This is an optimization exercise on Yosys and OpenROAD, whose aim is small area and a short achievable clock period, not a production implementation.
RTL that was checked went through simulation tests only; none was proved equivalent to the original.
The RTL of runs 2 to 6 was laid out without a check of its function.
Power and IR drop assume default switching activity.

`flow/flow/run.sh`:
```
#!/bin/bash
set -euo pipefail
bash standard.sh SETUP_SLACK_MARGIN=7 finish > flow_standard.log 2>&1
```
`flow/standard.sh`:
```
#!/bin/bash
# synth_recipe.tcl (not shown) runs the flow's synth.tcl, then flattens the netlist and writes it again
# the make line also repeats each setting of config.mk as NAME=value (left out here)
make -C /OpenROAD-flow-scripts/flow DESIGN_CONFIG=/design/flow/config.mk WORK_HOME=/design/flow/orfs CLKGATE_MAP_FILE= SYNTH_SCRIPT=/design/flow/synth_recipe.tcl "${@:-finish}"
```
`flow/config.mk`:
```
export PLATFORM = sky130hd
export DESIGN_NAME = main
export DESIGN_NICKNAME = main
export VERILOG_FILES = /design/flow/design.v
export SDC_FILE = /design/flow/constraint.sdc
export NUM_CORES = 4
export LEC_CHECK = 0
export CAP_MARGIN = 20
export CORE_MARGIN = 2
export CORE_UTILIZATION = 40
export SLEW_MARGIN = 20
```
`flow/constraint.sdc`:
```
create_clock -name core_clock -period 10.0 [get_ports {CLK67MHZ}]
set_input_delay 2.0000 -clock core_clock [delete_from_list [all_inputs] [get_ports {CLK67MHZ}]]
set_output_delay 2.0000 -clock core_clock [all_outputs]
set_load 0.01 [all_outputs]
```
`flow/design.v`:
```
`timescale 1ns / 1ps
module getOmega(
   input clk,
   input sck,
   input mosi,
   input ssel,
   output reg [39:0] omega,
   output reg chg,
   output wire [39:0] prev
);
    reg [2:0] SCKr;
    reg [1:0] SSELr;
    reg [1:0] MOSIr;
    always @(posedge clk) begin
        SCKr  <= {SCKr[1:0], sck};
        SSELr <= {SSELr[0], ssel};
        MOSIr <= {MOSIr[0], mosi};
    end
    wire sck_rise = ~SCKr[2] & SCKr[1];
    wire idle = SSELr[1];
    reg [40:0] sr;
    always @(posedge clk)
        if (sck_rise)
            sr <= {sr[39:0], MOSIr[1]};
    always @(posedge clk) begin
        if (idle)
            omega <= sr[39:0];
        chg <= idle & (sr[39:0] != omega);
    end
    assign prev = chg ? sr[40:1] : omega;
endmodule
module pfx_add #(parameter W = 8, parameter L = 3) (a, b, ci, s, co);    
	input [W-1:0] a, b;
	input ci;
	output [W-1:0] s;
	output co;
	wire [W-1:0] p = a ^ b;
	wire [W-1:0] g = a & b;
	wire [(L+1)*W-1:0] gg, pp;
	assign gg[W-1:0] = g;
	assign pp[W-1:0] = p;
	genvar l, i;
	generate
		for (l = 0; l < L; l = l + 1) begin : lv
			for (i = 0; i < W; i = i + 1) begin : bt
				if ((i >> l) & 1) begin : join_
					localparam integer J = ((i >> l) << l) - 1;
					assign gg[(l+1)*W+i] = gg[l*W+i] | (pp[l*W+i] & gg[l*W+J]);
					assign pp[(l+1)*W+i] = pp[l*W+i] & pp[l*W+J];
				end else begin : pass_
					assign gg[(l+1)*W+i] = gg[l*W+i];
					assign pp[(l+1)*W+i] = pp[l*W+i];
				end
			end
		end
	endgenerate
	wire [W-1:0] c = gg[L*W +: W] | (pp[L*W +: W] & {W{ci}});    
	assign s = p ^ {c[W-2:0], ci};
	assign co = c[W-1];
endmodule
module capped_adder #(parameter RV1 = 0) (f, kl, kp, km, q1, nk, a1, a2, a3, a4, reset, out);
	input [39:0] f;
	input [15:0] kl;
	input [12:0] kp;
	input [13:0] km;
	input q1, nk, a1, a2, a3, a4;    
	input reset;
	output [39:0] out;
	wire [29:0] k;
	assign k[15:0] = ({16{q1}} & kl) | ({16{nk}} & ~kl);
	assign k[29:16] = ({14{a1}} & {1'b0, kp}) | ({14{a4}} & ~{1'b0, kp})
	                | ({14{a2}} & km) | ({14{a3}} & ~km);
	wire [29:0] t;
	wire c30;
	pfx_add #(.W(30), .L(5)) add(.a(f[29:0]), .b(k), .ci(nk), .s(t), .co(c30));
	wire [9:0] fh = f[39:30];
	wire [9:0] fh_inc = fh + 10'd1;
	wire [9:0] fh_dec = fh - 10'd1;
	wire [9:0] h1 = k[29] ? fh : fh_inc;
	wire [9:0] h0 = k[29] ? fh_dec : fh;
	wire [9:0] hi = ({10{c30}} & h1) | ({10{~c30}} & h0);
	wire up_ok = ~k[29] & (fh == 10'h1ff);
	wire dn_ok = k[29] & (fh == 10'h200);
	wire pos, neg;    
	generate
		if (RV1) begin : rv1
			assign pos = (c30 & up_ok) | reset;
			assign neg = ~c30 & dn_ok & ~reset;
		end else begin : rv0
			assign pos = c30 & up_ok;
			assign neg = (~c30 & dn_ok) | reset;
		end
	endgenerate
	wire [38:0] x = {hi[8:0], t};
	assign out[38:0] = (x | {39{pos}}) & ~{39{neg}};
	assign out[39] = ~reset & ((hi[9] & ~(c30 & up_ok)) | (~c30 & dn_ok));
endmodule
module sd2(clk, reset, en, sd_in, bs_out, bs_out_nx);
input clk, reset;
input en;
input [11:0] sd_in;
output bs_out;
output bs_out_nx;                
reg [13:0] sd_reg1;
reg [13:0] sd_reg2;
wire ns = ~sd_reg1[13];
assign bs_out = ns;
wire [11:0] v = {~sd_in[11], sd_in[10:0]};
wire [12:0] w = {~sd_in[11], sd_in[11:0]};
wire [13:0] s2;
wire c2_unused;
pfx_add #(.W(14), .L(4)) add2(.a(sd_reg2), .b({1'b0, ns, v}), .ci(ns), .s(s2), .co(c2_unused));
wire [13:0] nx2 = {s2[13] ^ ns, s2[12:0]};
wire [13:0] hs = sd_reg1 ^ sd_reg2 ^ {1'b0, w};
wire [12:0] hc = (sd_reg1[12:0] & sd_reg2[12:0]) | (sd_reg1[12:0] & w) | (sd_reg2[12:0] & w);
wire [13:0] s1;
wire c1_unused;
pfx_add #(.W(14), .L(4)) add1(.a(hs), .b({hc, ns}), .ci(ns), .s(s1), .co(c1_unused));
wire [13:0] nx1 = {s1[13] ^ ns, s1[12:0]};
wire [13:0] reg1_nx = reset ? 14'd0 : en ? nx1 : sd_reg1;
assign bs_out_nx = ~reg1_nx[13];
always @(posedge clk) begin
	sd_reg1 <= reg1_nx;
	sd_reg2 <= reset ? 14'd0 : en ? nx2 : sd_reg2;
end
endmodule
module sd_two_piece #(parameter [39:0] RESETVAL = 40'd0) (clk, reset, en, kl, kp, km, sel, sd_out, sd_out_nx);
input clk, reset;
input en;
input [15:0] kl;
input [12:0] kp;
input [13:0] km;
input [5:0] sel;              
output sd_out;
output sd_out_nx;             
	reg [39:0] feedback;
	wire [39:0] next;
	capped_adder #(.RV1(RESETVAL != 40'd0)) add(feedback, kl, kp, km,
		sel[5], sel[4], sel[3], sel[2], sel[1], sel[0], reset, next);
	always @(posedge clk)
		feedback <= next;    
	sd2 sd_one(
	.clk(clk),
	.reset(reset),
	.en(en),
	.sd_in(feedback[39:28]),
	.bs_out(sd_out),
	.bs_out_nx(sd_out_nx));
endmodule
module sigma_delta_twopiece(clk, reset, en, en_nx, kl, kp, km, sd_out);
input clk, reset;
input en, en_nx;
input [15:0] kl;
input [12:0] kp;
input [13:0] km;
output [1:0] sd_out;
	wire [1:0] nx;    
	function [5:0] selects(input e, input sk, input so);
		selects = {e & sk, e & ~sk, e & sk & so, e & sk & ~so, e & ~sk & so, e & ~sk & ~so};
	endfunction
	reg [5:0] sel0, sel1;
	always @(posedge clk) begin
		sel0 <= selects(en_nx, nx[1], nx[0]);
		sel1 <= selects(en_nx, ~nx[0], nx[1]);
	end
	sd_two_piece #(.RESETVAL(40'h7fffffffff))
	piece_0 (
		.clk(clk),
		.reset(reset),
		.en(en),
		.kl(kl), .kp(kp), .km(km),
		.sel(sel0),
		.sd_out(sd_out[0]),
		.sd_out_nx(nx[0]));
	sd_two_piece #(.RESETVAL(40'h0000000000))
	piece_1 (
		.clk(clk),
		.reset(reset),
		.en(en),
		.kl(kl), .kp(kp), .km(km),
		.sel(sel1),
		.sd_out(sd_out[1]),
		.sd_out_nx(nx[1]));
endmodule
`timescale 1ns / 1ps
module clkDivider(
    input inClk,
    input reset,
    input wire [3:0] od_nx,    
    output reg outEn,
    output wire outEn_nx       
    );
    reg [10:0] cnt;
    wire [10:0] cnt_nx = reset ? 11'd0 : cnt + 11'd1;
    wire [3:0] n = 4'd12 - od_nx;
    wire [3:0] neff = (n > 4'd11) ? 4'd11 : n;
    wire [11:0] t;
    genvar j;
    generate
        for (j = 0; j < 12; j = j + 1) begin : th
            assign t[j] = (j < neff);
        end
    endgenerate
    wire [10:0] ok = ~t[10:0] | ~(cnt_nx ^ t[11:1]);
    assign outEn_nx = &ok;
    always @(posedge inClk) begin
        cnt <= cnt_nx;
        outEn <= outEn_nx;
    end
endmodule
`timescale 1ns / 1ps
module main(
    input CLK67MHZ,
    input sckPort,
    input mosiPort,
    input sselPort,
    input resetPort,
    output upPort,
    output downPort
    );
    wire clk = CLK67MHZ;
    wire reset = resetPort;
    wire [39:0] data;
    wire        chg;
    wire [39:0] prev;
    getOmega omega(clk, sckPort, mosiPort, sselPort, data, chg, prev);
    wire [15:0] kl;
    wire [12:0] kp;
    wire [13:0] km;
    wire [3:0]  od, od_nx;
    bitShifter bs(clk, chg, prev, kl, kp, km, od, od_nx);
    wire en, en_nx;
    clkDivider getClk(clk, reset, od_nx, en, en_nx);
    wire [1:0] sdOut;
    sigma_delta_twopiece sigma_delta_twopiece(clk, reset, en, en_nx, kl, kp, km, sdOut);
    reg d1, up_r, dn_r;
    always @(posedge clk) begin
        d1   <= sdOut[0];
        up_r <= ~(d1 & sdOut[0]);
        dn_r <= ~(d1 | sdOut[0]);
    end
    assign upPort = up_r;
    assign downPort = dn_r;
endmodule
module bitShifter(clk, chg, prev, kl, kp, km, outdivider, outdivider_nx);
input clk;
input chg;                   
input [39:0] prev;           
output reg [15:0] kl;
output reg [12:0] kp;
output reg [13:0] km;
output reg [3:0] outdivider;
output [3:0] outdivider_nx;
reg [39:0] internal_reg;
reg [3:0] countshift;
reg enable, inreg;
wire finished = |internal_reg[39:28];
assign outdivider_nx = finished ? outdivider : countshift;
always @(posedge clk) begin
    if (chg) begin
        enable <= 1'b1;
        inreg <= 1'b1;
        countshift <= 4'd0;
    end else if (enable) begin
        inreg <= 1'b0;
        if (!inreg && finished)
            countshift <= countshift + 4'd1;
    end
    if (inreg)
        internal_reg <= prev;
    else if (finished)
        internal_reg <= internal_reg >> 1;
    if (!finished) begin
        kl <= internal_reg[15:0];
        kp <= {1'b0, internal_reg[27:16]} + 13'd1;
        km <= {2'b00, internal_reg[27:16]} - 14'd1;
        outdivider <= countshift;
    end
end
endmodule
```
==> results.py, run 1 <==
metrics = {
    "run": {
        "drv_cap": 0,
    },
    "global_route": {
        "grt_pass1_wl_mm": 71.5,
        "grt_pass1_vias": 13900,
        "grt_util_all_layers_pct": 17.7,
        "antenna_found_initial": 0,
        "grt_max_degree": 82,
        "grt.overflow.total": 0,
    },
    "route": {
        "via_per_inst": 5.34,
        "drtIter0Drc": 725,
        "via_count": 13900,
        "wl_per_cell_um": 17.4,
        "firstDrtPassIters": 5,
        "drt_wl_total_mm": 45.4,
        "drc_errors": 0,
        "antenna_left": 0,
    },
    "logic_synthesis": {
        "yosys-top-cells-area": "edfxtp_1 26%, dfxtp_1 19%, ha_1 8.0%",
        "yosysSeqAreaShare_pct": 44.9,
        "synth-seq-cells": 342,
        "synth_area_leader_cell": "edfxtp_1",
        "ys.warnings.count": 8,
        "synthDistinctLibCells": 83,
        "avgSynthCellArea_um2": 10.3,
        "ys_async_sr_fraction_pct": 0,
        "yosysTopAreaCellShare_pct": 25.8,
        "syn-num-nets": 1985,
        "synthCells": 1829,
        "synth_area_mm2": 0.0189,
        "synth_flop_cell": "dfxtp_1",
        "synth_edf_count": 162,
    },
    "setup_path": {
        "end_kind": "flip-flop",
        "critPathMaxFanout": 5,
        "crit_path_start_kind": "flip-flop",
        "worstPathRequired_ns": 10.47,
        "crit_arrival_ns": 3.81,
        "path_class": "reg -> reg",
    },
    "timing": {
        "fin_tns_setup_ns": 0,
        "finClkSkew_ns": 0.0204,
        "finalCritPeriodShare_pct": 33.4,
        "finalCriticalPeriod_ns": 3.34,
        "fmax_mhz": 299,
        "slew_headroom_pct": 28.2,
        "whs_ns": 0.326,
        "max_slew.worst_pin.slew_ns": 1.08,
        "hold_viol": 0,
        "setup_viol": 0,
        "rsz0062_at_grt": "yes",
        "slew_viol_final": 0,
    },
    "clocking": {
        "cts_buffer_depth": 3,
        "cts_hold_buffers": 0,
        "cts-buffers-inserted": 40,
        "cts.sinks": 342,
        "path_clk_slew_ns": 0.06,
        "htree_levels": 2,
        "ctsRootBufferMaster": "clkbuf_16",
        "cts_tree": "built",
        "clk_latency_ns": 0.56,
    },
    "layout": {
        "top_register": "omega.sr",
        "area_delta_synth_final_pct": 26.4,
        "final_layout_size_suffix_gt1_share_pct": 22.6,
        "largest_register_ff_count": 41,
        "seq_area_mm2": 0.00852,
        "fillers": 4001,
        "fin_nets": 2129,
        "multi_input_area_mm2": 0.0109,
        "diodes": 0,
    },
    "die": {
        "coreArea_mm2": 0.0466,
        "boundaryPins": 7,
        "start_util_pct": 40.5,
        "dieWidth_um": 221,
        "row_count": 79,
        "die_area_mm2": 0.0489,
        "die_h_um": 221,
    },
    "power": {
        "p_per_area_mw_per_mm2": 146,
        "p_leak_nw": 9.70,
        "vdd_drop_max_mv": 0.132,
    },
    "placement": {
        "numPortBuffers": 6,
        "dp_hpwl_mm": 26.4,
        "routabilityCongestion": 0.820,
    },
    "outcome": {
        "status": "complete, no violations",
    },
    "hold_path": {
        "min_path_type": "reg -> reg",
    },
}
==> layout make-up <==
class                           instances  area share (%)
Multi-Input combinational cell       1363            45.7
Tap cell                              607            3.18
Sequential cell                       342            35.7
Timing Repair Buffer                  174            9.22
Clock buffer                           60            4.68
Inverter                               51           0.881
Clock inverter                         11           0.587
Timing Repair inverter                  1          0.0262
==> path summary, 6_finish.rpt <==
| kind | startpoint | depth (start not counted) | slack (ns) | end |
|---|---|---|---|---|
| worst max-delay path | sigma_delta_twopiece.sel1[4] | 16 | 6.66 | sigma_delta_twopiece.piece_1.feedback[33] |
| worst min-delay path | omega.MOSIr[0] | 0 | 0.33 | omega.MOSIr[1] |
| worst max register to register | sigma_delta_twopiece.sel1[4] | 16 | 6.66 | sigma_delta_twopiece.piece_1.feedback[33] |
| worst min register to register | omega.MOSIr[0] | 0 | 0.33 | omega.MOSIr[1] |
==> layer usage <==
metal / share of wire, % / wire length (µm) / GRT usage (%)
met1: 44 / 20100 / 22.6
met2: 50 / 22500 / 30.8
met3: 3.1 / 1410 / 2.47
met4: 2.9 / 1340 / 6.26
met5: 0 / 0 / 0
==> layout by cell type, fill, tap and decap left out, types with 42 or more instances in the layout <==
cell type	n
nand2_1	124
edfxtp_1	162
inv_1	42
nor2_1	160
a21oi_1	97
xnor2_1	80
dfxtp_1	150
a21oi_2	60
buf_4	87
xor2_1	104
ha_1	110
mux2i_1	135
clkbuf_16	42
==> cell usage after synthesis (all sizes together) (4+ instances only) <==
cell,instances
a211oi,13
a21boi,5
a21o,31
a21oi,161
a31oi,6
and2,6
and3,21
buf,22
clkbuf,51
dfxtp,180
edfxtp,162
fa,30
ha,121
inv,51
mux2,4
mux2i,141
nand2,131
nand2b,9
nand3,35
nand3b,4
nand4,13
nor2,174
nor2b,24
nor3,34
nor3b,5
nor4,24
o211ai,6
o21a,19
o21ai,76
o21bai,7
o22ai,5
or2,8
or3,12
or4,5
xnor2,81
xor2,105
==> metrics by stage <==
stage	cells	worst slack, ns	area, µm²	utilization [%]	power, W
6_report	2609	6.66	23900	51.3	0.00348
4_1_cts	2571	6.67	23000	49.4	0.00348
5_1_grt	2609	6.51	23900	51.3	0.00361
2_1_floorplan	1829	6.71	19100	-	0.00188
3_3_place_gp	2381	5.59	19600	42.0	0.00194
3_5_place_dp	2381	5.54	19600	42.0	0.00195
==> logic make-up after synthesis <==
family,synth area share [%]
AO/OA/AOI/OAI,11.9
XOR/XNOR,8.63
adder cells (fa/ha/maj),11.2
buffers and inverters,2.56
flip-flops,44.9
multiplexers,7.78
AND/OR/NAND/NOR,13.0
==> power breakdown <==
group / total [W] / internal [W] / switching [W]
sequential: 0.00158 / 0.00152 / 0.0000631
clock: 0.00143 / 0.000848 / 0.000584
combinational: 0.000463 / 0.000234 / 0.000229
==> worst max-delay path, stage by stage, from the launching register on <==
cell and delay (ns):
dfxtp_4 0.38, clkinvlp_4 0.13, o21ai_1 0.22, ha_1 0.33
a211oi_1 0.32, o21bai_1 0.19, nor3_2 0.18, o21ai_2 0.09
o211ai_2 0.21, nand3_2 0.15, nand2_4 0.12, buf_4 0.11
buf_6 0.09, buf_6 0.08, mux2_4 0.29, and3_4 0.18
nor3_2 0.18
==> timing repair <==
item                                    CTS  global route
cloned                                   22             2
buffers inserted                         97            36
endpoints found under the setup margin  109           111
pin swaps                                71            58
resized for setup                       224           130
endpoints found under the hold margin     0             0
==> run 2: changes to the inputs <==
--- a/flow/design.v
+++ b/flow/design.v
@@ -31,3 +31,3 @@
 endmodule
-module pfx_add #(parameter W = 8, parameter L = 3) (a, b, ci, s, co);    
+module pfx_add #(parameter W = 8) (a, b, ci, s, co);
 	input [W-1:0] a, b;
@@ -36,2 +36,3 @@
 	output co;
+	localparam L = $clog2(W);
 	wire [W-1:0] p = a ^ b;
@@ -74,3 +75,3 @@
 	wire c30;
-	pfx_add #(.W(30), .L(5)) add(.a(f[29:0]), .b(k), .ci(nk), .s(t), .co(c30));
+	pfx_add #(.W(30)) add(.a(f[29:0]), .b(k), .ci(nk), .s(t), .co(c30));
 	wire [9:0] fh = f[39:30];
@@ -111,3 +112,3 @@
 wire c2_unused;
-pfx_add #(.W(14), .L(4)) add2(.a(sd_reg2), .b({1'b0, ns, v}), .ci(ns), .s(s2), .co(c2_unused));
+pfx_add #(.W(14)) add2(.a(sd_reg2), .b({1'b0, ns, v}), .ci(ns), .s(s2), .co(c2_unused));
 wire [13:0] nx2 = {s2[13] ^ ns, s2[12:0]};
@@ -117,3 +118,3 @@
 wire c1_unused;
-pfx_add #(.W(14), .L(4)) add1(.a(hs), .b({hc, ns}), .ci(ns), .s(s1), .co(c1_unused));
+pfx_add #(.W(14)) add1(.a(hs), .b({hc, ns}), .ci(ns), .s(s1), .co(c1_unused));
 wire [13:0] nx1 = {s1[13] ^ ns, s1[12:0]};
==> results.py, run 2 <==
metrics = {
    "timing": {
        "fmax_mhz": 299,
        "slew_headroom_pct": 28.2,
        "finClkSkew_ns": 0.0204,
        "max_slew.worst_pin.slew_ns": 1.08,
        "rsz0062_at_grt": "yes",
        "hold_viol": 0,
        "finalCritPeriodShare_pct": 33.4,
        "whs_ns": 0.326,
        "slew_viol_final": 0,
        "fin_tns_setup_ns": 0,
        "finalCriticalPeriod_ns": 3.34,
        "setup_viol": 0,
    },
    "logic_synthesis": {
        "yosysMostFrequentCell": "dfxtp_1",
        "synthDistinctLibCells": 83,
        "yosysSeqAreaShare_pct": 44.9,
        "synth_flop_cell": "dfxtp_1",
        "ys_async_sr_fraction_pct": 0,
        "avgSynthCellArea_um2": 10.3,
        "yosys-top-cells-area": "edfxtp_1 26%, dfxtp_1 19%, ha_1 8.0%",
        "yosysTopAreaCellShare_pct": 25.8,
        "synth-seq-cells": 342,
        "synth_edf_count": 162,
        "synth_area_leader_cell": "edfxtp_1",
        "synth_area_mm2": 0.0189,
        "yosys-top-cells-count": "180 x dfxtp_1, 174 x nor2_1, 162 x edfxtp_1, 160 x a21oi_1, 139 x mux2i_1",
        "syn-num-nets": 1985,
        "ys.warnings.count": 8,
        "synthCells": 1829,
    },
    "setup_path": {
        "r2r_cells": 16,
        "crit_arrival_ns": 3.81,
        "end_kind": "flip-flop",
        "path_class": "reg -> reg",
        "reg2reg_from": "sigma_delta_twopiece.sel1[4]",
        "critPathMaxFanout": 5,
        "r2r_setup_slack_ns": 6.66,
        "worstPathRequired_ns": 10.47,
        "critPathLaunch": "sigma_delta_twopiece.sel1[4]",
        "r2r-end": "sigma_delta_twopiece.piece_1.feedback[33]",
        "crit_path_start_kind": "flip-flop",
        "endpoint": "sigma_delta_twopiece.piece_1.feedback[33]",
    },
    "layout": {
        "largest_register_ff_count": 41,
        "diodes": 0,
        "fin_area_mm2": 0.0239,
        "final_util_pct": 51.3,
        "layout_common_cells": "162 x edfxtp_1, 160 x nor2_1, 150 x dfxtp_1, 135 x mux2i_1, 124 x nand2_1",
        "top_register": "omega.sr",
        "mostFrequentLayoutCell": "edfxtp_1",
        "final_layout_size_suffix_gt1_share_pct": 22.6,
        "area_delta_synth_final_pct": 26.4,
        "fin_nets": 2129,
    },
    "route": {
        "firstDrtPassIters": 5,
        "drt_wl_total_mm": 45.4,
        "via_per_inst": 5.34,
        "drc_errors": 0,
        "wl_per_cell_um": 17.4,
        "antenna_left": 0,
        "drtIter0Drc": 725,
        "via_count": 13900,
    },
    "die": {
        "row_count": 79,
        "die_area_mm2": 0.0489,
        "start_util_pct": 40.5,
        "die_h_um": 221,
        "coreArea_mm2": 0.0466,
        "dieWidth_um": 221,
        "boundaryPins": 7,
    },
    "clocking": {
        "path_clk_slew_ns": 0.06,
        "cts_tree": "built",
        "cts_hold_buffers": 0,
        "cts-buffers-inserted": 40,
        "htree_levels": 2,
        "cts_buffer_depth": 3,
        "ctsRootBufferMaster": "clkbuf_16",
        "cts.sinks": 342,
        "clk_latency_ns": 0.56,
    },
    "global_route": {
        "grt_max_degree": 82,
        "grt.overflow.total": 0,
        "grt_util_all_layers_pct": 17.7,
        "grt_pass1_vias": 13900,
        "antenna_found_initial": 0,
        "grt_pass1_wl_mm": 71.5,
    },
    "run": {
        "drv_cap": 0,
    },
    "power": {
        "p_leak_nw": 9.70,
        "total_power_w": 0.00348,
        "vdd_drop_max_mv": 0.132,
        "p_per_area_mw_per_mm2": 146,
    },
    "placement": {
        "dp_hpwl_mm": 26.4,
        "place_area_mm2": 0.0196,
        "routabilityCongestion": 0.820,
        "numPortBuffers": 6,
    },
    "outcome": {
        "status": "complete, no violations",
    },
    "hold_path": {
        "min_path_type": "reg -> reg",
    },
}
run 2: cell counts in the layout (fill, tap and decap cells not counted):
Identical to the previous run, type by type.
run 2: metrics by stage:
stage | setup slack, ns | cells
6_report | 6.66 | 2609
5_1_grt | 6.51 | 2609
4_1_cts | 6.67 | 2571
3_5_place_dp | 5.54 | 2381
3_3_place_gp | 5.59 | 2381
2_1_floorplan | 6.71 | 1829
run 2: where the power goes:
| group | switching (W) | internal [W] | leakage [nW] |
|---|---|---|---|
| Sequential | 0.0000631 | 0.00152 | 3.02 |
| Clock | 0.000584 | 0.000848 | 0.608 |
| Combinational | 0.000229 | 0.000234 | 6.07 |
| Total | 0.000876 | 0.00260 | 9.70 |
run 2: cells by family (layout without fill, tap and decap cells):
| family | Yosys count | in the layout | share of synthesized area [%] |
|---|---|---|---|
| flip-flops | 342 | 342 | 44.9 |
| XOR/XNOR | 186 | 186 | 8.63 |
| AO/OA/AOI/OAI | 366 | 366 | 11.9 |
| AND/OR/NAND/NOR | 515 | 515 | 13.0 |
| adder cells (fa/ha/maj) | 151 | 151 | 11.2 |
| multiplexers | 145 | 145 | 7.78 |
| buffers and inverters | 124 | 297 | 2.56 |
run 2: layout make-up:
cell class | count | area [µm²]
Timing Repair Buffer | 174 | 2200
Multi-Input combinational cell | 1363 | 10900
Sequential cell | 342 | 8520
Clock inverter | 11 | 140
Clock buffer | 60 | 1120
Tap cell | 607 | 759
Inverter | 51 | 210
Fill cell | 4001 | 22700
Timing Repair inverter | 1 | 6.26
run 2: how the worst min path moves through the flow:
stage | startpoint | end | cells past startpoint
2_1_floorplan | omega.MOSIr[0] | omega.MOSIr[1] | 0
6_report | omega.MOSIr[0] | omega.MOSIr[1] | 0
3_5_place_dp | omega.SSELr[0] | omega.SSELr[1] | 0
5_1_grt | omega.SSELr[0] | omega.SSELr[1] | 0
4_1_cts | omega.SSELr[0] | omega.SSELr[1] | 0
3_3_place_gp | omega.SSELr[0] | omega.SSELr[1] | 0
run 2: metal layers:
layer / GRT usage [%] / wire [µm]
met1: 22.6 / 20100
met2: 30.8 / 22500
met3: 2.47 / 1410
met4: 6.26 / 1340
met5: 0 / 0
run 2: critical path, cell delays in order (launching register included):
cell and delay, ns:
dfxtp_4 0.38, clkinvlp_4 0.13, o21ai_1 0.22, ha_1 0.33, a211oi_1 0.32, o21bai_1 0.19, nor3_2 0.18, o21ai_2 0.09
o211ai_2 0.21, nand3_2 0.15, nand2_4 0.12, buf_4 0.11, buf_6 0.09, buf_6 0.08, mux2_4 0.29, and3_4 0.18
nor3_2 0.18
run 2: timing repair:
action	4_1_cts	5_1_grt
buffers inserted	97	36
setup endpoints to repair	109	111
pin swaps	71	58
cloned	22	2
gates resized for setup	224	130
==> run 3: changes to the inputs <==
==> flow/run.sh (new file) <==
#!/bin/bash
# synth_recipe.tcl (not shown) runs the flow's synth.tcl, then flattens the netlist and writes it again
# the make line also repeats each setting of config.mk as NAME=value (left out here)
make -C /OpenROAD-flow-scripts/flow DESIGN_CONFIG=/design/flow/config.mk WORK_HOME=/design/flow/orfs CLKGATE_MAP_FILE= SYNTH_SCRIPT=/design/flow/synth_recipe.tcl finish
--- a/flow/config.mk
+++ b/flow/config.mk
@@ -10,2 +10,3 @@
 export CORE_UTILIZATION = 40
+export SETUP_SLACK_MARGIN = 5
 export SLEW_MARGIN = 20
removed: flow/flow/run.sh
removed: flow/standard.sh
==> results.py, run 3 <==
metrics = {
    "logic_synthesis": {
        "ys_async_sr_fraction_pct": 0,
        "synth-seq-cells": 342,
        "yosysMostFrequentCell": "dfxtp_1",
        "syn-num-nets": 1985,
        "synth_area_mm2": 0.0189,
        "synthDistinctLibCells": 83,
        "avgSynthCellArea_um2": 10.3,
        "yosysSeqAreaShare_pct": 44.9,
        "yosys-top-cells-area": "edfxtp_1 26%, dfxtp_1 19%, ha_1 8.0%",
        "synth_flop_cell": "dfxtp_1",
        "yosys-top-cells-count": "180 x dfxtp_1, 174 x nor2_1, 162 x edfxtp_1, 160 x a21oi_1, 139 x mux2i_1",
        "synthCells": 1829,
        "synth_edf_count": 162,
        "ys.warnings.count": 8,
        "synth_area_leader_cell": "edfxtp_1",
        "yosysTopAreaCellShare_pct": 25.8,
    },
    "layout": {
        "final_cells": 2455,
        "diodes": 0,
        "area_delta_synth_final_pct": 10.4,
        "largest_register_ff_count": 41,
        "fin_nets": 1972,
        "final_layout_size_suffix_gt1_share_pct": 6.01,
        "top_register": "omega.sr",
        "layout_common_cells": "176 x dfxtp_1, 174 x nor2_1, 162 x edfxtp_1, 160 x a21oi_1, 139 x mux2i_1",
        "mostFrequentLayoutCell": "dfxtp_1",
    },
    "setup_path": {
        "critPathBufInv": 3,
        "path_delay_family": "compound AO/OA/AOI/OAI gates",
        "crit_arrival_ns": 4.98,
        "crit_chain": "inv_1 -> o21a_1 -> inv_1 -> ha_1 -> a211oi_1 -> o21ai_1 -> a2111oi_4 -> o21ba_2 -> a2bb2oi_2 -> a21oi_2 -> nor4_4 -> buf_4 -> nor2_1 -> mux2i_1 -> nand2_1",
        "critPathMaxFanout": 24,
        "crit_top_cell": "inv_1",
        "cp_slowest_stage_delay_ns": 0.81,
        "cpMaxStageDelayCell": "nor4_4",
        "r2r_setup_slack_ns": 5.47,
        "worstPathRequired_ns": 10.45,
        "path_class": "reg -> reg",
        "end_kind": "flip-flop",
        "crit_path_start_kind": "flip-flop",
    },
    "power": {
        "p_leak_nw": 8.48,
        "p_per_area_mw_per_mm2": 163,
        "vdd_drop_max_mv": 0.159,
        "total_power_w": 0.00340,
    },
    "timing": {
        "fmax_mhz": 221,
        "rsz0062_at_grt": "no",
        "fin_tns_setup_ns": 0,
        "finalCritPeriodShare_pct": 45.3,
        "max_slew.worst_pin.slew_ns": 1.05,
        "whs_ns": 0.326,
        "slew_headroom_pct": 29.9,
        "finClkSkew_ns": 0.0206,
        "finalCriticalPeriod_ns": 4.53,
        "setup_viol": 0,
        "hold_viol": 0,
        "slew_viol_final": 0,
    },
    "die": {
        "boundaryPins": 7,
        "dieWidth_um": 221,
        "start_util_pct": 40.5,
        "coreArea_mm2": 0.0466,
        "die_h_um": 221,
        "die_area_mm2": 0.0489,
        "row_count": 79,
    },
    "route": {
        "firstDrtPassIters": 6,
        "drc_errors": 0,
        "via_per_inst": 5.24,
        "wl_per_cell_um": 15.8,
        "drt_wl_total_mm": 38.8,
        "drtIter0Drc": 751,
        "antenna_left": 0,
        "via_count": 12900,
    },
    "global_route": {
        "grt_util_all_layers_pct": 15.8,
        "grt_pass1_wl_mm": 64.4,
        "antenna_found_initial": 0,
        "grt_max_degree": 82,
        "grt_pass1_vias": 12800,
        "grt.overflow.total": 0,
    },
    "hold_path": {
        "min_path_type": "reg -> reg",
    },
    "placement": {
        "dp.cells": 2381,
        "dp_hpwl_mm": 26.9,
        "routabilityCongestion": 0.828,
        "numPortBuffers": 6,
    },
    "clocking": {
        "cts_buffer_depth": 3,
        "cts-buffers-inserted": 40,
        "cts.sinks": 342,
        "cts_hold_buffers": 0,
        "htree_levels": 2,
        "cts_tree": "built",
        "clk_latency_ns": 0.57,
        "post_cts_resized": 0,
        "post_cts_buffers": 0,
        "ctsRootBufferMaster": "clkbuf_16",
        "path_clk_slew_ns": 0.06,
    },
    "outcome": {
        "status": "complete, no violations",
    },
    "run": {
        "drv_cap": 0,
    },
}
[run 3: cell types whose count changed in the layout (fill, tap and decap cells not counted), moves of 20 or more]
cell and delta:
a21oi_1 +63, a21oi_2 -59, buf_12 -21, buf_4 -75, buf_6 -35, dfxtp_1 +26
dfxtp_2 -20, o21ai_0 +35, o21ai_1 -24
[run 3: cell type report]
type | count | area (µm²)
Clock inverter | 15 | 179
Tap cell | 607 | 759
Multi-Input combinational cell | 1363 | 9940
Timing Repair Buffer | 18 | 145
Fill cell | 4302 | 25700
Sequential cell | 342 | 8470
Clock buffer | 59 | 1150
Inverter | 51 | 191
[run 3: logic make-up (layout without fill, tap and decap cells)]
logic type	after synthesis	after routing	synth area share [%]
and+or+nand+nor	515	515	13.0
buffers and inverters	124	143	2.56
DFF	342	342	44.9
adders and majority gates	151	151	11.2
xor gates and xnor gates	186	186	8.63
muxes	145	145	7.78
AOI/OAI and AO/OA	366	366	11.9
[run 3: path summary, 6_finish.rpt]
| check | endpoint | from | cells past startpoint |
|---|---|---|---|
| worst max-delay path | sigma_delta_twopiece.piece_0.feedback[37] | sigma_delta_twopiece.sel0[4] | 15 |
| worst max register to register | sigma_delta_twopiece.piece_0.feedback[37] | sigma_delta_twopiece.sel0[4] | 15 |
| worst min-delay path | omega.SCKr[1] | omega.SCKr[0] | 0 |
| worst min register to register | omega.SCKr[1] | omega.SCKr[0] | 0 |
[run 3: power by group]
group | leakage, nW | internal [W] | switching, W | total, W
sequential | 3.01 | 0.00152 | 0.0000579 | 0.00158
combinational | 4.82 | 0.000158 | 0.000186 | 0.000343
clock | 0.651 | 0.000881 | 0.000596 | 0.00148
[run 3: routing by layer]
layer  global-route usage (%)  part of all wire [%]  wire length, µm
met1                     21.1                    48            18500
met2                     26.4                    47            18300
met4                     4.63                   1.8              715
met3                     2.50                   3.2             1250
met5                        0                     0                0
[run 3: per-stage QoR]
step / utilization (%) / area, µm² / worst slack, ns
after global placement: 41.9 / 19500 / 5.50
after detailed placement: 41.9 / 19500 / 5.49
final: 44.8 / 20800 / 5.47
after global routing: 44.8 / 20800 / 5.05
after CTS: 44.8 / 20800 / 5.45
after floorplan: - / 18900 / 6.52
==> run 4: changes to the inputs <==
--- a/flow/design.v
+++ b/flow/design.v
@@ -61,3 +61,3 @@
 endmodule
-module capped_adder #(parameter RV1 = 0) (f, kl, kp, km, q1, nk, a1, a2, a3, a4, reset, out);
+module capped_adder #(parameter RV1 = 0) (f, kl, kp, km, q1, nk, a1, a2, a3, a4, reset, raw, pos, neg);
 	input [39:0] f;
@@ -68,3 +68,4 @@
 	input reset;
-	output [39:0] out;
+	output [39:0] raw;
+	output pos, neg;
 	wire [29:0] k;
@@ -82,5 +83,5 @@
 	wire [9:0] hi = ({10{c30}} & h1) | ({10{~c30}} & h0);
+	assign raw = {hi, t};
 	wire up_ok = ~k[29] & (fh == 10'h1ff);
 	wire dn_ok = k[29] & (fh == 10'h200);
-	wire pos, neg;    
 	generate
@@ -90,3 +91,3 @@
 		end else begin : rv0
-			assign pos = c30 & up_ok;
+			assign pos = (c30 & up_ok) | reset;
 			assign neg = (~c30 & dn_ok) | reset;
@@ -94,5 +95,2 @@
 	endgenerate
-	wire [38:0] x = {hi[8:0], t};
-	assign out[38:0] = (x | {39{pos}}) & ~{39{neg}};
-	assign out[39] = ~reset & ((hi[9] & ~(c30 & up_ok)) | (~c30 & dn_ok));
 endmodule
@@ -136,8 +134,15 @@
 output sd_out_nx;             
-	reg [39:0] feedback;
-	wire [39:0] next;
+	reg [39:0] raw;
+	reg pos, neg;
+	wire [39:0] raw_nx;
+	wire pos_nx, neg_nx;
+	wire [39:0] feedback = {(raw[39] & ~pos) | (neg & ~pos),
+	                        (raw[38:0] | {39{pos & ~neg}}) & ~{39{neg}}};
 	capped_adder #(.RV1(RESETVAL != 40'd0)) add(feedback, kl, kp, km,
-		sel[5], sel[4], sel[3], sel[2], sel[1], sel[0], reset, next);
-	always @(posedge clk)
-		feedback <= next;    
+		sel[5], sel[4], sel[3], sel[2], sel[1], sel[0], reset, raw_nx, pos_nx, neg_nx);
+	always @(posedge clk) begin
+		raw <= raw_nx;
+		pos <= pos_nx;
+		neg <= neg_nx;
+	end
 	sd2 sd_one(
==> flow/flow/run.sh (new file) <==
#!/bin/bash
set -euo pipefail
bash standard.sh SETUP_SLACK_MARGIN=7 finish > flow_standard.log 2>&1
==> flow/standard.sh (new file) <==
#!/bin/bash
# synth_recipe.tcl (not shown) runs the flow's synth.tcl, then flattens the netlist and writes it again
# the make line also repeats each setting of config.mk as NAME=value (left out here)
make -C /OpenROAD-flow-scripts/flow DESIGN_CONFIG=/design/flow/config.mk WORK_HOME=/design/flow/orfs CLKGATE_MAP_FILE= SYNTH_SCRIPT=/design/flow/synth_recipe.tcl "${@:-finish}"
--- a/flow/config.mk
+++ b/flow/config.mk
@@ -10,3 +10,2 @@
 export CORE_UTILIZATION = 40
-export SETUP_SLACK_MARGIN = 5
 export SLEW_MARGIN = 20
removed: flow/run.sh
==> results.py, run 4 <==
metrics = {
    "setup_path": {
        "worstPathRequired_ns": 10.50,
        "path_class": "reg -> reg",
        "critPathMaxFanout": 8,
        "crit_top_cell": "buf_12",
        "crit_chain": "buf_8 -> buf_8 -> buf_12 -> buf_12 -> nor2_4 -> nor2_2 -> ha_2 -> nand4_1 -> nor2_4 -> nand4_1 -> o211ai_1 -> a41oi_4 -> o31ai_4 -> buf_12 -> buf_12 -> mux2i_2 -> xor2_1",
        "crit_arrival_ns": 3.86,
        "cpMaxStageDelayCell": "dfxtp_4",
        "cp_slowest_stage_delay_ns": 0.39,
        "end_kind": "flip-flop",
        "crit_path_start_kind": "flip-flop",
    },
    "clocking": {
        "ctsRootBufferMaster": "clkbuf_16",
        "clk_latency_ns": 0.59,
        "cts_buffer_depth": 3,
        "cts_tree": "built",
        "cts.sinks": 346,
        "htree_levels": 2,
        "path_clk_slew_ns": 0.06,
        "cts-buffers-inserted": 41,
    },
    "logic_synthesis": {
        "synthCells": 1916,
        "syn-num-nets": 2076,
        "yosys-top-cells-area": "edfxtp_1 25%, dfxtp_1 19%, ha_1 8.1%",
        "synthDistinctLibCells": 81,
        "avgSynthCellArea_um2": 10.1,
        "ys.warnings.count": 8,
        "synth_edf_count": 162,
        "synth_area_mm2": 0.0194,
        "ys_async_sr_fraction_pct": 0,
        "yosys-top-cells-count": "338 x nor2_1, 184 x dfxtp_1, 162 x edfxtp_1, 130 x mux2i_1, 125 x ha_1",
        "synth_area_leader_cell": "edfxtp_1",
        "yosysTopAreaCellShare_pct": 25.1,
        "synth-seq-cells": 346,
        "synth_flop_cell": "dfxtp_1",
        "yosysMostFrequentCell": "nor2_1",
        "yosysSeqAreaShare_pct": 44.1,
    },
    "power": {
        "seqPwrFrac_pct": 44.0,
        "p_int_w": 0.00270,
        "pwr-share-clk_pct": 41.6,
        "vdd_drop_max_mv": 0.124,
        "p_per_area_mw_per_mm2": 147,
        "p_sw_share_pct": 26.2,
        "pwr-share-comb_pct": 14.5,
        "total_power_w": 0.00365,
        "p_sw_w": 0.000959,
        "p_leak_nw": 10.2,
    },
    "placement": {
        "routabilityCongestion": 0.806,
        "numPortBuffers": 6,
        "dp_hpwl_mm": 26.9,
        "dp_slack_ns": 5.52,
    },
    "layout": {
        "final_layout_size_suffix_gt1_share_pct": 26.9,
        "area_delta_synth_final_pct": 28.3,
        "layout_common_cells": "269 x nor2_1, 172 x dfxtp_1, 162 x edfxtp_1, 126 x buf_4, 124 x mux2i_1",
        "fin_nets": 2253,
        "mostFrequentLayoutCell": "nor2_1",
        "multi_input_area_mm2": 0.0117,
        "fillers": 4077,
        "top_register": "omega.sr",
        "largest_register_ff_count": 41,
        "diodes": 0,
        "seq_area_mm2": 0.00857,
    },
    "timing": {
        "layout_setup_ws_ns": 6.64,
        "fin_tns_setup_ns": 0,
        "fmax_mhz": 297,
        "slew_viol_final": 0,
        "slew_headroom_pct": 30.5,
        "rsz0062_at_grt": "yes",
        "finClkSkew_ns": 0.0435,
        "finalCritPeriodShare_pct": 33.6,
        "max_slew.worst_pin.slew_ns": 1.04,
        "setup_viol": 0,
        "hold_viol": 0,
        "finalCriticalPeriod_ns": 3.36,
    },
    "route": {
        "drc_errors": 0,
        "via_count": 14400,
        "drt_wl_total_mm": 46.9,
        "wl_per_cell_um": 17.1,
        "firstDrtPassIters": 5,
        "drtIter0Drc": 767,
        "via_per_inst": 5.25,
        "antenna_left": 0,
    },
    "die": {
        "die_area_mm2": 0.0503,
        "start_util_pct": 40.6,
        "row_count": 80,
        "die_h_um": 224,
        "coreArea_mm2": 0.0478,
        "boundaryPins": 7,
        "dieWidth_um": 224,
    },
    "hold_path": {
        "min_path_type": "reg -> reg",
    },
    "global_route": {
        "antenna_found_initial": 0,
        "grt_pass1_wl_mm": 73.2,
        "grt_pass1_vias": 14300,
        "grt_util_all_layers_pct": 18.0,
        "grt_max_degree": 83,
        "grt.overflow.total": 0,
    },
    "outcome": {
        "status": "complete, no violations",
    },
    "run": {
        "drv_cap": 0,
    },
}
[run 4: changes by cell type in the layout (fill, tap and decap cells not counted), moves of 50 or more]
cell     delta
buf_6      +52
a21oi_1    -68
nand2_1    -50
o21ai_0    -51
nor2_1     +95
buf_4     +114
[run 4: final timing paths]
kind / from / to / slack, ns / cells past startpoint
setup reg to reg: sigma_delta_twopiece.piece_0.pos / sigma_delta_twopiece.piece_0.raw[34] / 6.64 / 17
hold / removal: omega.SSELr[0] / omega.SSELr[1] / 0.33 / 0
hold reg to reg: omega.SSELr[0] / omega.SSELr[1] / 0.33 / 0
setup / recovery: sigma_delta_twopiece.piece_0.pos / sigma_delta_twopiece.piece_0.raw[34] / 6.64 / 17
[run 4: per-layer routing]
| layer | up-vias | wire [µm] | global-route usage [%] |
|---|---|---|---|
| li1 | 7102 | - | - |
| met1 | 6970 | 21100 | 23.1 |
| met2 | 228 | 22800 | 30.3 |
| met3 | 84 | 1380 | 2.63 |
| met4 | 0 | 1660 | 7.82 |
| met5 | - | 0 | 0 |
[run 4: cells by family after synthesis]
group | share of synthesized area (%)
AND/OR/NAND/NOR | 15.0
XOR/XNOR | 8.44
multiplexers | 8.76
AO/OA/AOI/OAI | 9.47
adder cells (fa/ha/maj) | 11.3
buffers and inverters | 2.97
flip-flops | 44.1
[run 4: layout make-up]
class                      instances  area share (%)
multi-input combinational       1426            46.9
clock buffer                      65            4.97
inverter                          68            1.12
timing repair buffer             210            8.80
sequential                       346            34.4
clock inverter                    11           0.648
tap                              615            3.09
[run 4: timing repair]
action	4_1_cts	5_1_grt
setup endpoints to repair	114	91
buffers inserted	129	52
gates resized for setup	239	157
hold buffers	0	0
cloned	10	1
pin swaps	113	122
[run 4: per-stage QoR]
stage / cells / hold slack, ns / utilization (%) / area (µm²)
6_report: 2741 / 0.326 / 52.0 / 24900
5_1_grt: 2741 / 0.329 / 52.0 / 24900
4_1_cts: 2688 / 0.326 / 49.7 / 23800
3_5_place_dp: 2473 / 0.312 / 42.2 / 20200
3_3_place_gp: 2473 / 0.313 / 42.2 / 20200
2_1_floorplan: 1916 / 0.310 / - / 19700
[run 4: power groups by stage]
stage,logic (W),clock network [W],registers (W)
finish,0.000528,0.00152,0.00161
global route,0.000575,0.00161,0.00161
CTS,0.000475,0.00156,0.00160
detailed placement,0.000367,0,0.00163
global placement,0.000360,0,0.00163
floorplan,0.000315,0,0.00161
[run 4: worst max-delay path: cells and delay by family (launching register included)]
family	cells	cell delay [ns]
AO/OA/AOI/OAI	3	0.50
multiplexers	1	0.21
buffers and inverters	6	0.89
flip-flops	1	0.39
XOR/XNOR	1	0.16
AND/OR/NAND/NOR	5	0.75
adder cells (fa/ha/maj)	1	0.38
==> run 5: changes to the inputs <==
--- a/flow/design.v
+++ b/flow/design.v
@@ -31,3 +31,3 @@
 endmodule
-module pfx_add #(parameter W = 8) (a, b, ci, s, co);
+module pfx_add #(parameter W = 8, parameter L = 3) (a, b, ci, s, co);    
 	input [W-1:0] a, b;
@@ -36,3 +36,2 @@
 	output co;
-	localparam L = $clog2(W);
 	wire [W-1:0] p = a ^ b;
@@ -61,3 +60,3 @@
 endmodule
-module capped_adder #(parameter RV1 = 0) (f, kl, kp, km, q1, nk, a1, a2, a3, a4, reset, raw, pos, neg);
+module capped_adder #(parameter RV1 = 0) (f, kl, kp, km, q1, nk, a1, a2, a3, a4, reset, hi, lo, pos, neg);
 	input [39:0] f;
@@ -68,3 +67,4 @@
 	input reset;
-	output [39:0] raw;
+	output [9:0] hi;
+	output [29:0] lo;
 	output pos, neg;
@@ -74,14 +74,13 @@
 	                | ({14{a2}} & km) | ({14{a3}} & ~km);
-	wire [29:0] t;
 	wire c30;
-	pfx_add #(.W(30)) add(.a(f[29:0]), .b(k), .ci(nk), .s(t), .co(c30));
+	pfx_add #(.W(30), .L(5)) add(.a(f[29:0]), .b(k), .ci(nk), .s(lo), .co(c30));
 	wire [9:0] fh = f[39:30];
+	wire up_ok = ~k[29] & (fh == 10'h1ff);
+	wire dn_ok = k[29] & (fh == 10'h200);
 	wire [9:0] fh_inc = fh + 10'd1;
 	wire [9:0] fh_dec = fh - 10'd1;
-	wire [9:0] h1 = k[29] ? fh : fh_inc;
-	wire [9:0] h0 = k[29] ? fh_dec : fh;
-	wire [9:0] hi = ({10{c30}} & h1) | ({10{~c30}} & h0);
-	assign raw = {hi, t};
-	wire up_ok = ~k[29] & (fh == 10'h1ff);
-	wire dn_ok = k[29] & (fh == 10'h200);
+	wire [9:0] rv = RV1 ? 10'h1ff : 10'h000;
+	wire [9:0] h1 = reset ? rv : up_ok ? 10'h1ff : k[29] ? fh : fh_inc;
+	wire [9:0] h0 = reset ? rv : dn_ok ? 10'h200 : k[29] ? fh_dec : fh;
+	assign hi = ({10{c30}} & h1) | ({10{~c30}} & h0);
 	generate
@@ -110,3 +109,3 @@
 wire c2_unused;
-pfx_add #(.W(14)) add2(.a(sd_reg2), .b({1'b0, ns, v}), .ci(ns), .s(s2), .co(c2_unused));
+pfx_add #(.W(14), .L(4)) add2(.a(sd_reg2), .b({1'b0, ns, v}), .ci(ns), .s(s2), .co(c2_unused));
 wire [13:0] nx2 = {s2[13] ^ ns, s2[12:0]};
@@ -116,3 +115,3 @@
 wire c1_unused;
-pfx_add #(.W(14)) add1(.a(hs), .b({hc, ns}), .ci(ns), .s(s1), .co(c1_unused));
+pfx_add #(.W(14), .L(4)) add1(.a(hs), .b({hc, ns}), .ci(ns), .s(s1), .co(c1_unused));
 wire [13:0] nx1 = {s1[13] ^ ns, s1[12:0]};
@@ -134,12 +133,14 @@
 output sd_out_nx;             
-	reg [39:0] raw;
+	reg [9:0] hi;
+	reg [29:0] lo;
 	reg pos, neg;
-	wire [39:0] raw_nx;
+	wire [9:0] hi_nx;
+	wire [29:0] lo_nx;
 	wire pos_nx, neg_nx;
-	wire [39:0] feedback = {(raw[39] & ~pos) | (neg & ~pos),
-	                        (raw[38:0] | {39{pos & ~neg}}) & ~{39{neg}}};
+	wire [39:0] feedback = {hi, (lo | {30{pos}}) & ~{30{neg}}};
 	capped_adder #(.RV1(RESETVAL != 40'd0)) add(feedback, kl, kp, km,
-		sel[5], sel[4], sel[3], sel[2], sel[1], sel[0], reset, raw_nx, pos_nx, neg_nx);
+		sel[5], sel[4], sel[3], sel[2], sel[1], sel[0], reset, hi_nx, lo_nx, pos_nx, neg_nx);
 	always @(posedge clk) begin
-		raw <= raw_nx;
+		hi <= hi_nx;
+		lo <= lo_nx;
 		pos <= pos_nx;
@@ -199,12 +200,20 @@
     reg [10:0] cnt;
-    wire [10:0] cnt_nx = reset ? 11'd0 : cnt + 11'd1;
-    wire [3:0] n = 4'd12 - od_nx;
-    wire [3:0] neff = (n > 4'd11) ? 4'd11 : n;
-    wire [11:0] t;
+    wire [11:0] c;
+    assign c[0] = 1'b1;
     genvar j;
     generate
-        for (j = 0; j < 12; j = j + 1) begin : th
-            assign t[j] = (j < neff);
+        for (j = 0; j < 11; j = j + 1) begin : inc
+            assign c[j+1] = c[j] & cnt[j];
         end
     endgenerate
+    wire [10:0] cnt_inc = cnt ^ c[10:0];
+    wire [10:0] cnt_nx = reset ? 11'd0 : cnt_inc;
+    wire big = (od_nx <= 4'd1) | (od_nx >= 4'd13);
+    wire [11:0] t;
+    generate
+        for (j = 0; j < 11; j = j + 1) begin : th
+            assign t[j] = big | (od_nx <= 11 - j);
+        end
+    endgenerate
+    assign t[11] = 1'b0;
     wire [10:0] ok = ~t[10:0] | ~(cnt_nx ^ t[11:1]);
==> results.py, run 5 <==
metrics = {
    "route": {
        "routed.top_layer": "met4",
        "wl_met2_mm": 21.2,
        "via_count": 14200,
        "wl_per_cell_um": 16.5,
        "wl_met1_mm": 20.8,
        "via_per_inst": 5.32,
        "drc_errors": 0,
        "drtIter0Drc": 619,
        "drt_wl_total_mm": 44.1,
        "dr_wl_met3_mm": 1.31,
        "firstDrtPassIters": 7,
        "antenna_left": 0,
    },
    "timing": {
        "slew_viol_final": 0,
        "setup_viol": 0,
        "max_slew.worst_pin.slew_ns": 1.04,
        "fin_tns_setup_ns": 0,
        "fmax_mhz": 278,
        "hold_viol": 0,
        "whs_ns": 0.318,
        "slew_headroom_pct": 30.5,
        "rsz0062_at_grt": "yes",
        "finClkSkew_ns": 0.0204,
        "layout_setup_ws_ns": 6.40,
        "finalCritPeriodShare_pct": 36.0,
        "finalCriticalPeriod_ns": 3.60,
    },
    "setup_path": {
        "critPathLaunch": "sigma_delta_twopiece.piece_0.neg",
        "critPathMaxFanout": 5,
        "crit_arrival_ns": 4.06,
        "cpMaxStageDelayCell": "fa_1",
        "crit_top_cell": "inv_2",
        "r2r_setup_slack_ns": 6.40,
        "crit_path_start_kind": "flip-flop",
        "crit_chain": "buf_12 -> nor2_4 -> inv_2 -> fa_1 -> inv_2 -> ha_4 -> nor2b_4 -> o21a_1 -> o21ai_2 -> nand3b_1 -> a221o_1 -> a211oi_4 -> a21oi_2 -> o32a_4 -> buf_6 -> and2_1",
        "path_class": "reg -> reg",
        "reg2reg_from": "sigma_delta_twopiece.piece_0.neg",
        "r2r_cells": 16,
        "end_kind": "flip-flop",
        "r2r-end": "sigma_delta_twopiece.sel0[1]",
        "worstPathRequired_ns": 10.46,
        "cp_slowest_stage_delay_ns": 0.50,
    },
    "clocking": {
        "path_clk_slew_ns": 0.06,
        "clk_latency_ns": 0.57,
        "cts_buffer_depth": 3,
        "cts_tree": "built",
        "ctsRootBufferMaster": "clkbuf_16",
        "htree_levels": 2,
        "cts.sinks": 346,
        "cts-buffers-inserted": 40,
    },
    "power": {
        "p_per_area_mw_per_mm2": 181,
        "vdd_drop_max_mv": 0.210,
        "p_leak_nw": 9.52,
    },
    "die": {
        "start_util_pct": 40.6,
        "coreArea_mm2": 0.0478,
        "dieWidth_um": 224,
        "die_area_mm2": 0.0504,
        "boundaryPins": 7,
        "row_count": 80,
        "die_h_um": 224,
    },
    "placement": {
        "numPortBuffers": 6,
        "dp_slack_ns": 5.48,
        "dp.cells": 2509,
        "dp_hpwl_mm": 27.6,
        "routabilityCongestion": 0.820,
    },
    "logic_synthesis": {
        "ys.warnings.count": 8,
        "synth_area_leader_cell": "edfxtp_1",
        "yosysSeqAreaShare_pct": 44.0,
        "yosys-top-cells-area": "edfxtp_1 25%, dfxtp_1 19%, ha_1 8.2%",
        "synthXorXnorAreaFrac_pct": 7.34,
        "synth.area.mux_share_pct": 7.17,
        "synth_top_family_by_area": "simple AND/OR/NAND/NOR gates",
        "synth_flop_cell": "dfxtp_1",
        "synthCells": 1956,
        "synth_area_mm2": 0.0194,
        "ys_async_sr_fraction_pct": 0,
        "syn-num-nets": 2119,
        "yosys-top-cells-count": "321 x nor2_1, 184 x dfxtp_1, 162 x edfxtp_1, 128 x ha_1, 120 x a21oi_1",
        "synth-seq-cells": 346,
        "synthDistinctLibCells": 84,
        "avgSynthCellArea_um2": 9.94,
        "synth_edf_count": 162,
        "yosysTopAreaCellShare_pct": 25.0,
        "synth-compound-area-share_pct": 11.3,
        "yosysMostFrequentCell": "nor2_1",
        "synthAdderAreaFrac_pct": 11.3,
        "synthSimpleGateAreaFrac_pct": 15.9,
    },
    "layout": {
        "diodes": 0,
        "final_cells": 2677,
        "layout_common_cells": "291 x nor2_1, 167 x dfxtp_1, 162 x edfxtp_1, 107 x ha_1, 105 x nand2_1",
        "final_util_pct": 49.0,
        "final_layout_size_suffix_gt1_share_pct": 19.0,
        "fillers": 4312,
        "largest_register_ff_count": 41,
        "mostFrequentLayoutCell": "nor2_1",
        "fin_nets": 2194,
        "area_delta_synth_final_pct": 20.5,
    },
    "hold_path": {
        "min_from": "omega.SCKr[0]",
        "holdPathStages": 0,
        "min_to": "omega.SCKr[1]",
        "min_path_type": "reg -> reg",
    },
    "outcome": {
        "status": "complete, no violations",
    },
    "global_route": {
        "antenna_found_initial": 0,
        "grt_util_all_layers_pct": 17.5,
        "grt_pass1_vias": 13900,
        "grt_pass1_wl_mm": 71.8,
        "grt_max_degree": 82,
        "grt.overflow.total": 0,
    },
    "run": {
        "drv_cap": 0,
    },
}
==> run 5: worst max-delay path by stage <==
stage / endpoint / slack, ns / cells past startpoint
after floorplan: sigma_delta_twopiece.sel0[0] / 6.29 / 18
after global placement: sigma_delta_twopiece.sel0[1] / 5.51 / 9
after detailed placement: sigma_delta_twopiece.sel1[2] / 5.48 / 8
after CTS: sigma_delta_twopiece.sel1[2] / 6.29 / 17
after global routing: sigma_delta_twopiece.sel0[1] / 6.20 / 17
final: sigma_delta_twopiece.sel0[1] / 6.40 / 16
==> run 5: cells by family after synthesis <==
kind of cell    Yosys count
fa+ha+maj               158
mux                     135
flops                   346
simple gates            670
compound gates          334
buf+inv                 150
xor+xnor                163
==> run 5: final cells by class <==
type	instances	area, µm²	share of cell area, %
Tap cell	615	769	3.28
Timing Repair Buffer	109	1120	4.79
Clock inverter	24	238	1.01
Multi-Input combinational cell	1462	11400	48.7
Inverter	72	273	1.16
Sequential cell	346	8580	36.6
Clock buffer	49	1030	4.42
==> run 5: per-stage QoR <==
step	instance area, µm²	power [W]
floorplan	19700	0.00244
global placement	20300	0.00260
detailed placement	20300	0.00262
CTS	22600	0.00418
global route	23400	0.00446
finish	23400	0.00425
==> run 5: timing repair <==
action | 4_1_cts | 5_1_grt
hold buffers | 0 | 0
pin swaps | 77 | 78
setup buffers | 55 | 33
hold endpoints to repair | 0 | 0
cloned | 6 | 1
setup endpoints to repair | 108 | 95
resized for setup | 136 | 116
==> run 5: critical path: cells and delay by family (launching register included) <==
family	cells	cell delay, ns
AOI/OAI and AO/OA	6	1.57
adders and majority gates	2	0.70
buffers and inverters	4	0.36
DFF	1	0.35
and+or+nand+nor	4	0.50
==> run 5: routing by layer <==
layer / vias up / track usage [%]
li1: 7114 / -
met1: 6870 / 23.7
met2: 199 / 29.5
met3: 54 / 2.42
met4: 0 / 4.57
met5: - / 0
==> run 5: where the power goes <==
group / total, W / switching, W / internal (W)
clock: 0.00143 / 0.000589 / 0.000844
combinational: 0.00114 / 0.000595 / 0.000543
sequential: 0.00168 / 0.000103 / 0.00157
==> run 6: changes to the inputs <==
--- a/flow/design.v
+++ b/flow/design.v
@@ -60,3 +60,3 @@
 endmodule
-module capped_adder #(parameter RV1 = 0) (f, kl, kp, km, q1, nk, a1, a2, a3, a4, reset, hi, lo, pos, neg);
+module capped_adder #(parameter RV1 = 0) (f, kl, kp, km, q1, nk, a1, a2, a3, a4, reset, hi, mid, lo, pos, neg);
 	input [39:0] f;
@@ -68,3 +68,4 @@
 	output [9:0] hi;
-	output [29:0] lo;
+	output [1:0] mid;
+	output [27:0] lo;
 	output pos, neg;
@@ -74,4 +75,6 @@
 	                | ({14{a2}} & km) | ({14{a3}} & ~km);
+	wire [29:0] t;
 	wire c30;
-	pfx_add #(.W(30), .L(5)) add(.a(f[29:0]), .b(k), .ci(nk), .s(lo), .co(c30));
+	pfx_add #(.W(30), .L(5)) add(.a(f[29:0]), .b(k), .ci(nk), .s(t), .co(c30));
+	assign lo = t[27:0];
 	wire [9:0] fh = f[39:30];
@@ -85,2 +88,3 @@
 	assign hi = ({10{c30}} & h1) | ({10{~c30}} & h0);
+	assign mid = (t[29:28] | {2{pos}}) & ~{2{neg}};
 	generate
@@ -134,12 +138,15 @@
 	reg [9:0] hi;
-	reg [29:0] lo;
+	reg [1:0] mid;
+	reg [27:0] lo;
 	reg pos, neg;
 	wire [9:0] hi_nx;
-	wire [29:0] lo_nx;
+	wire [1:0] mid_nx;
+	wire [27:0] lo_nx;
 	wire pos_nx, neg_nx;
-	wire [39:0] feedback = {hi, (lo | {30{pos}}) & ~{30{neg}}};
+	wire [39:0] feedback = {hi, mid, (lo | {28{pos}}) & ~{28{neg}}};
 	capped_adder #(.RV1(RESETVAL != 40'd0)) add(feedback, kl, kp, km,
-		sel[5], sel[4], sel[3], sel[2], sel[1], sel[0], reset, hi_nx, lo_nx, pos_nx, neg_nx);
+		sel[5], sel[4], sel[3], sel[2], sel[1], sel[0], reset, hi_nx, mid_nx, lo_nx, pos_nx, neg_nx);
 	always @(posedge clk) begin
 		hi <= hi_nx;
+		mid <= mid_nx;
 		lo <= lo_nx;
==> results.py, run 6 <==
metrics = {
    "timing": {
        "setup_viol": 0,
        "finalCritPeriodShare_pct": 36.3,
        "max_slew.worst_pin.slew_ns": 1.07,
        "fmax_mhz": 276,
        "rsz0062_at_grt": "yes",
        "fin_tns_setup_ns": 0,
        "finalCriticalPeriod_ns": 3.63,
        "hold_viol": 0,
        "slew_headroom_pct": 29.0,
        "finClkSkew_ns": 0.0205,
        "slew_viol_final": 0,
    },
    "logic_synthesis": {
        "synthCells": 1947,
        "avgSynthCellArea_um2": 10.1,
        "yosys-top-cells-count": "295 x nor2_1, 184 x dfxtp_1, 162 x edfxtp_1, 128 x ha_1, 123 x a21oi_1",
        "ys.warnings.count": 8,
        "synth_flop_cell": "dfxtp_1",
        "yosys-top-cells-area": "edfxtp_1 25%, dfxtp_1 19%, ha_1 8.2%",
        "synth_area_mm2": 0.0196,
        "synth_edf_count": 162,
        "yosysTopAreaCellShare_pct": 24.8,
        "syn-num-nets": 2110,
        "synthDistinctLibCells": 88,
        "yosysMostFrequentCell": "nor2_1",
        "synth_area_leader_cell": "edfxtp_1",
        "synth-seq-cells": 346,
        "ys_async_sr_fraction_pct": 0,
        "yosysSeqAreaShare_pct": 43.6,
    },
    "outcome": {
        "status": "complete, no violations",
    },
    "clocking": {
        "cts-buffers-inserted": 39,
        "cts_hold_buffers": 0,
        "ctsRootBufferMaster": "clkbuf_16",
        "clk_latency_ns": 0.54,
        "cts_buffer_depth": 3,
        "htree_levels": 2,
        "cts.sinks": 346,
        "cts_tree": "built",
        "path_clk_slew_ns": 0.06,
    },
    "setup_path": {
        "crit_arrival_ns": 4.10,
        "worstPathRequired_ns": 10.47,
        "cpMaxStageDelayCell": "a221o_1",
        "end_kind": "flip-flop",
        "cp_slowest_stage_delay_ns": 0.37,
        "path_class": "reg -> reg",
        "crit_path_start_kind": "flip-flop",
        "crit_chain": "ha_4 -> ha_4 -> ha_4 -> ha_4 -> ha_4 -> ha_4 -> ha_4 -> ha_4 -> ha_4 -> nor2b_4 -> nand3b_1 -> o21ai_2 -> o21a_1 -> a221o_1 -> a2111oi_4 -> buf_4 -> nand4_4 -> and3b_2",
        "crit_top_cell": "ha_4",
        "critPathMaxFanout": 7,
    },
    "die": {
        "die_h_um": 225,
        "dieWidth_um": 225,
        "row_count": 81,
        "start_util_pct": 40.3,
        "die_area_mm2": 0.0508,
        "coreArea_mm2": 0.0486,
        "boundaryPins": 7,
    },
    "layout": {
        "fin_nets": 2146,
        "largest_register_ff_count": 41,
        "fillers": 4495,
        "layout_common_cells": "280 x nor2_1, 162 x edfxtp_1, 154 x dfxtp_1, 116 x a21oi_1, 109 x ha_1",
        "mostFrequentLayoutCell": "nor2_1",
        "final_util_pct": 46.8,
        "seq_area_mm2": 0.00861,
        "area_delta_synth_final_pct": 16.2,
        "diodes": 0,
        "final_layout_size_suffix_gt1_share_pct": 15.5,
        "multi_input_area_mm2": 0.0111,
    },
    "power": {
        "p_per_area_mw_per_mm2": 149,
        "vdd_drop_max_mv": 0.154,
        "p_leak_nw": 9.18,
    },
    "route": {
        "via_per_inst": 5.39,
        "drc_errors": 0,
        "firstDrtPassIters": 5,
        "drtIter0Drc": 769,
        "wl_per_cell_um": 16.5,
        "via_count": 14200,
        "antenna_left": 0,
        "drt_wl_total_mm": 43.5,
    },
    "global_route": {
        "grt.overflow.total": 0,
        "grt_util_all_layers_pct": 17.1,
        "grt_max_degree": 81,
        "grt_pass1_wl_mm": 71.2,
        "antenna_found_initial": 0,
        "grt_pass1_vias": 14000,
    },
    "placement": {
        "numPortBuffers": 6,
        "routabilityCongestion": 0.842,
        "dp_hpwl_mm": 28.4,
    },
    "hold_path": {
        "min_path_type": "reg -> reg",
    },
    "run": {
        "drv_cap": 0,
    },
}
==> run 6: cell types whose count changed in the layout (fill, tap and decap cells not counted), moves of 8 or more <==
cell	delta
a21oi_1	+14
a21oi_2	-11
buf_4	-12
buf_6	-17
dfxtp_1	-13
dfxtp_2	+8
nand2_1	-14
nor2_1	-11
nor2_2	-8
nor3_1	+14
xor2_1	-9
==> run 6: path summary, 6_finish.rpt <==
path         slack [ns]      startpoint  cells after the start                           end
max                6.37   getClk.cnt[1]                     18  sigma_delta_twopiece.sel1[2]
min                0.33  omega.SSELr[0]                      0                omega.SSELr[1]
max reg2reg        6.37   getClk.cnt[1]                     18  sigma_delta_twopiece.sel1[2]
min reg2reg        0.33  omega.SSELr[0]                      0                omega.SSELr[1]
==> run 6: power breakdown <==
group / internal, W / leakage, nW / switching, W
Combinational: 0.000187 / 5.53 / 0.000221
Sequential: 0.00154 / 3.07 / 0.0000591
Clock: 0.000803 / 0.585 / 0.000576
==> run 6: layer usage <==
layer | track usage, % | vias to the layer above | wire (µm)
met5 | 0 | - | 0
met4 | 4.23 | 0 | 758
met3 | 2.06 | 54 | 1530
met2 | 28.6 | 207 | 20600
met1 | 23.6 | 6860 | 20600
li1 | - | 7062 | -
==> run 6: metrics by stage <==
step / hold WS, ns / setup slack, ns / instance area (µm²) / instances / total power (W)
after detailed placement: 0.318 / 4.75 / 20300 / 2504 / 0.00198
after global routing: 0.345 / 6.24 / 22800 / 2632 / 0.00353
final: 0.334 / 6.37 / 22800 / 2632 / 0.00339
after CTS: 0.337 / 6.29 / 22300 / 2609 / 0.00341
after global placement: 0.313 / 4.86 / 20300 / 2504 / 0.00197
after floorplan: 0.310 / 6.43 / 19800 / 1947 / 0.00190
==> run 6: cells by family after synthesis <==
group                      Yosys count  share of synthesized area, %
xor gates and xnor gates           158                          7.06
adders and majority gates          159                          11.3
and+or+nand+nor                    637                          15.5
AOI/OAI and AO/OA                  353                          12.0
muxes                              137                          7.35
buffers and inverters              157                          3.17
DFF                                346                          43.6
==> run 6: worst max-delay path, delay by kind of cell, from the launching register on <==
| kind | cells | cell delay [ns] |
|---|---|---|
| adder cells (fa/ha/maj) | 9 | 1.46 |
| buffers and inverters | 1 | 0.19 |
| flip-flops | 1 | 0.33 |
| AO/OA/AOI/OAI | 4 | 0.89 |
| AND/OR/NAND/NOR | 4 | 0.70 |
==> run 6: area by class of cell <==
type / instances / area share [%]
repair buffers: 77 / 3.28
inverters: 72 / 1.22
well taps: 622 / 3.42
multi-input cells: 1447 / 48.9
flip-flops and latches: 346 / 37.8
clock buffers: 53 / 4.70
clock inverters: 15 / 0.632
==> run 6: timing repair <==
item | 4_1_cts | 5_1_grt
gates resized for setup | 123 | 56
buffers inserted | 31 | 22
setup endpoints to repair | 92 | 63
gates cloned | 6 | 1
pin swaps | 39 | 36

[afterwards: timing with drivers on the ports]
How much do the figures lean on ideal ports? The routed layouts below were timed once more, with nothing changed but the port constraints. Step 1 (the two cells are an assumption about what drives the block):
set clk [get_ports {CLK67MHZ}]
set_driving_cell -lib_cell sky130_fd_sc_hd__clkbuf_16 $clk
set_driving_cell -lib_cell sky130_fd_sc_hd__buf_2 [delete_from_list [all_inputs] $clk]
Step 2, shift: input delay + t, output delay - t, t = (earliest + latest rising clock arrival at the registers) / 2. This alone moves slack from input paths to output paths. Slacks: ideal / step 1 / step 2; pairs: ideal / step 1.
run | t (ns) | slack for setup (ns) | hold slack, ns | slew at the worst register clock pin (ns) | worst slew at a driven data input, ns
run 1 | 0.611 | 6.655 / 6.655 / 6.195 | 0.326 / 0.326 / 0.326 | 0.06 / 0.06 | 0.07
run 2 | 0.611 | 6.655 / 6.655 / 6.195 | 0.326 / 0.326 / 0.326 | 0.06 / 0.06 | 0.07
run 3 | 0.619 | 5.467 / 5.467 / 5.467 | 0.326 / 0.326 / 0.326 | 0.06 / 0.06 | 0.04
run 4 | 0.625 | 6.638 / 6.638 / 6.112 | 0.326 / 0.326 / 0.326 | 0.06 / 0.06 | 0.04
run 5 | 0.611 | 6.402 / 6.402 / 6.156 | 0.318 / 0.318 / 0.318 | 0.06 / 0.06 | 0.15
run 6 | 0.585 | 6.375 / 6.375 / 5.822 | 0.334 / 0.334 / 0.334 | 0.06 / 0.06 | 0.06
After both steps every run listed still meets setup and hold. The setup slack of run 6, which loses most, moves by 0.000 ns with the drivers and by -0.553 ns with both steps.
